This is an optimization exercise on Yosys and OpenROAD, whose aim is small area and a short achievable clock period, not a production implementation. Power figures rest on the tool's default switching activity, not on a simulated workload.

Design riscv_core_ref, start of the top module:
module riscv_core_ref (
input clk,
input rstn,
output [31:0] instr_mem_addr,
input  [31:0] instr_mem_rdata,
output [31:0] data_mem_addr,
output        data_mem_write,
output [31:0] data_mem_wdata,
input  [31:0] data_mem_rdata
);
wire [31:0] ins = instr_mem_rdata;
wire [6:0]  op  = ins[6:0];
wire [2:0]  f3  = ins[14:12];
wire [4:0]  rd  = ins[11:7];
wire [4:0]  ra  = ins[19:15];
wire [4:0]  rb  = ins[24:20];
wire        sg  = ins[31];
wire op_lui   = (op == 7'b0110111);
wire op_auipc = (op == 7'b0010111);
wire op_jal   = (op == 7'b1101111);
wire op_jalr  = (op == 7'b1100111) & (f3 == 3'b000);
wire op_br    = (op == 7'b1100011) & (f3[2:1] != 2'b01);
wire op_imm   = (op == 7'b0010011) &
                ((f3 == 3'b001) ? (ins[31:26] == 6'b000000) :
                 (f3 == 3'b101) ? ((ins[31:26] == 6'b000000) | (ins[31:26] == 6'b010000)) :
                 1'b1);
wire op_reg   = (op == 7'b0110011) &
                ((ins[31:25] == 7'b0000000) |
                 ((ins[31:25] == 7'b0100000) & ((f3 == 3'b000) | (f3 == 3'b101))));
wire op_load  = (op == 7'b0000011) & (f3 != 3'b011) & (f3[2:1] != 2'b11);
wire op_store = (op == 7'b0100011) & (f3[2] == 1'b0) & (f3[1:0] != 2'b11);
wire op_link  = op_jal | op_jalr;
wire rf_we    = (op_lui | op_auipc | op_link | op_imm | op_reg | op_load) & (rd != 5'd0);
wire [31:0] i_im = {{21{sg}}, ins[30:20]};
wire [31:0] s_im = {{21{sg}}, ins[30:25], ins[11:7]};
wire [31:0] b_im = {{20{sg}}, ins[7], ins[30:25], ins[11:8], 1'b0};
wire [31:0] u_im = {ins[31:12], 12'b0};
wire [31:0] j_im = {{12{sg}}, ins[19:12], ins[20], ins[30:21], 1'b0};
reg  [31:0] rf [1:31];
reg  [31:1] vld;
wire [31:0] wd;
wire [31:0] wdn = ~wd;
wire [3:0] pa_lo, pb_lo;
wire [7:0] pa_hi, pb_hi;
genvar gi, gj;
generate
for (gi = 0; gi < 4; gi = gi + 1) begin : g_plo
    assign pa_lo[gi] = (ra[1:0] == gi);
    assign pb_lo[gi] = (rb[1:0] == gi);
end
for (gi = 0; gi < 8; gi = gi + 1) begin : g_phi
    assign pa_hi[gi] = (ra[4:2] == gi);
    assign pb_hi[gi] = (rb[4:2] == gi);
end
endgenerate
wire [31:1] sna, snb;
generate
for (gi = 1; gi < 32; gi = gi + 1) begin : g_rf
    c_nand3 u_sa (.a(vld[gi]), .b(pa_lo[gi % 4]), .c(pa_hi[gi / 4]), .y(sna[gi]));
  ...
For scale: about 5,700 cells after synthesis, ~1,100 flip-flops, roughly 160 I/O pins, ~59,000 µm² of cells after synthesis.
export LEC_CHECK = 0
export CAP_MARGIN = 20
export CORE_MARGIN = 2
export CORE_UTILIZATION = 45
export CTS_CLUSTER_DIAMETER = 80
export CTS_CLUSTER_SIZE = 20
export PLACE_DENSITY = 0.6
export SETUP_SLACK_MARGIN = 4.2
export SLEW_MARGIN = 20
export SYNTH_HIERARCHICAL = 1
create_clock -name core_clock -period 12.0 [get_ports {clk}]
standard.sh (not shown) runs the stock make flow with config.mk's settings and CLKGATE_MAP_FILE= SYNTH_SCRIPT=/design/flow/synth_recipe.tcl, a recipe that flattens the netlist after the stock synthesis.
==> flow/flow/run.sh <==
#!/bin/bash
# Own layout flow: the standard synthesis unchanged, then the standard ORFS
# layout with the I/O port buffers made from buf_4 and the delay cells kept
# out of the resizer's choices.  Each step's output goes to its own log here.
set -euo pipefail
DU="sky130_fd_sc_hd__probe_p_8 sky130_fd_sc_hd__probec_p_8 sky130_fd_sc_hd__lpflow_bleeder_1 sky130_fd_sc_hd__lpflow_clkbufkapwr_1 sky130_fd_sc_hd__lpflow_clkbufkapwr_16 sky130_fd_sc_hd__lpflow_clkbufkapwr_2 sky130_fd_sc_hd__lpflow_clkbufkapwr_4 sky130_fd_sc_hd__lpflow_clkbufkapwr_8 sky130_fd_sc_hd__lpflow_clkinvkapwr_1 sky130_fd_sc_hd__lpflow_clkinvkapwr_16 sky130_fd_sc_hd__lpflow_clkinvkapwr_2 sky130_fd_sc_hd__lpflow_clkinvkapwr_4 sky130_fd_sc_hd__lpflow_clkinvkapwr_8 sky130_fd_sc_hd__lpflow_decapkapwr_12 sky130_fd_sc_hd__lpflow_decapkapwr_3 sky130_fd_sc_hd__lpflow_decapkapwr_4 sky130_fd_sc_hd__lpflow_decapkapwr_6 sky130_fd_sc_hd__lpflow_decapkapwr_8 sky130_fd_sc_hd__lpflow_inputiso0n_1 sky130_fd_sc_hd__lpflow_inputiso0p_1 sky130_fd_sc_hd__lpflow_inputiso1n_1 sky130_fd_sc_hd__lpflow_inputiso1p_1 sky130_fd_sc_hd__lpflow_inputisolatch_1 sky130_fd_sc_hd__lpflow_isobufsrc_1 sky130_fd_sc_hd__lpflow_isobufsrc_16 sky130_fd_sc_hd__lpflow_isobufsrc_2 sky130_fd_sc_hd__lpflow_isobufsrc_4 sky130_fd_sc_hd__lpflow_isobufsrc_8 sky130_fd_sc_hd__lpflow_isobufsrckapwr_16 sky130_fd_sc_hd__lpflow_lsbuf_lh_hl_isowell_tap_1 sky130_fd_sc_hd__lpflow_lsbuf_lh_hl_isowell_tap_2 sky130_fd_sc_hd__lpflow_lsbuf_lh_hl_isowell_tap_4 sky130_fd_sc_hd__lpflow_lsbuf_lh_isowell_4 sky130_fd_sc_hd__lpflow_lsbuf_lh_isowell_tap_1 sky130_fd_sc_hd__lpflow_lsbuf_lh_isowell_tap_2 sky130_fd_sc_hd__lpflow_lsbuf_lh_isowell_tap_4"
DU="$DU sky130_fd_sc_hd__clkdlybuf4s15_1 sky130_fd_sc_hd__clkdlybuf4s15_2 sky130_fd_sc_hd__clkdlybuf4s18_1 sky130_fd_sc_hd__clkdlybuf4s18_2 sky130_fd_sc_hd__clkdlybuf4s25_1 sky130_fd_sc_hd__clkdlybuf4s25_2 sky130_fd_sc_hd__clkdlybuf4s50_1 sky130_fd_sc_hd__clkdlybuf4s50_2 sky130_fd_sc_hd__dlygate4sd1_1 sky130_fd_sc_hd__dlygate4sd2_1 sky130_fd_sc_hd__dlygate4sd3_1 sky130_fd_sc_hd__dlymetal6s2s_1 sky130_fd_sc_hd__dlymetal6s4s_1 sky130_fd_sc_hd__dlymetal6s6s_1"
bash standard.sh synth > std_synth.log 2>&1
bash standard.sh "DONT_USE_CELLS=$DU" "BUFFER_PORTS_ARGS=-buffer_cell sky130_fd_sc_hd__buf_4" finish > std_layout.log 2>&1
The baseline completed, yet does not pass: max-capacitance violations, max-slew violations.
Rerun with:
SETUP_SLACK_MARGIN = 3.5   (was 4.2)
This time the run finished clean. Final cell count decreases by 5.3%. Final area goes down by 8.7%. Total power decreases by 1.1%. Die area stays the same. Non-clock buffer count drops by 444. Clock-buffer cell count came out higher by 11. Synthesized area stays the same. Wire length drops by 6.6%.
Function was not checked in any run of this note: the RTL went through the layout flow alone.

[re-timing with driven ports]
The results above use ideal ports. As a check the final layouts listed here were re-extracted and re-timed, cells and wires unchanged.
Step 1: set_driving_cell puts a clkbuf_16 on clk and a buf_2 on each other input, an assumption about the parent block.
Step 2 times the ports against the registers' clock, not the clock port: input delays grow and output delays shrink by t, the midpoint of the rising clock arrivals with the driver on.
a / b / c = no drivers / after step 1 / after step 2; a / b = the first two.
| run | t, ns | slack for setup (ns) | latest minus earliest clock arrival (ns) | worst register clock-pin slew, ns | worst slew at a driven data input, ns |
|---|---|---|---|---|---|
| the first run | 0.752 | 3.850 / 3.694 / 3.088 | 0.094 / 0.093 | 0.09 / 0.09 | 0.25 |
| the second run | 0.766 | 3.345 / 3.318 / 2.707 | 0.057 / 0.057 | 0.09 / 0.09 | 0.04 |
The setup slack of the first run, which loses most, moves by -0.156 ns with the drivers and by -0.762 ns with both steps.
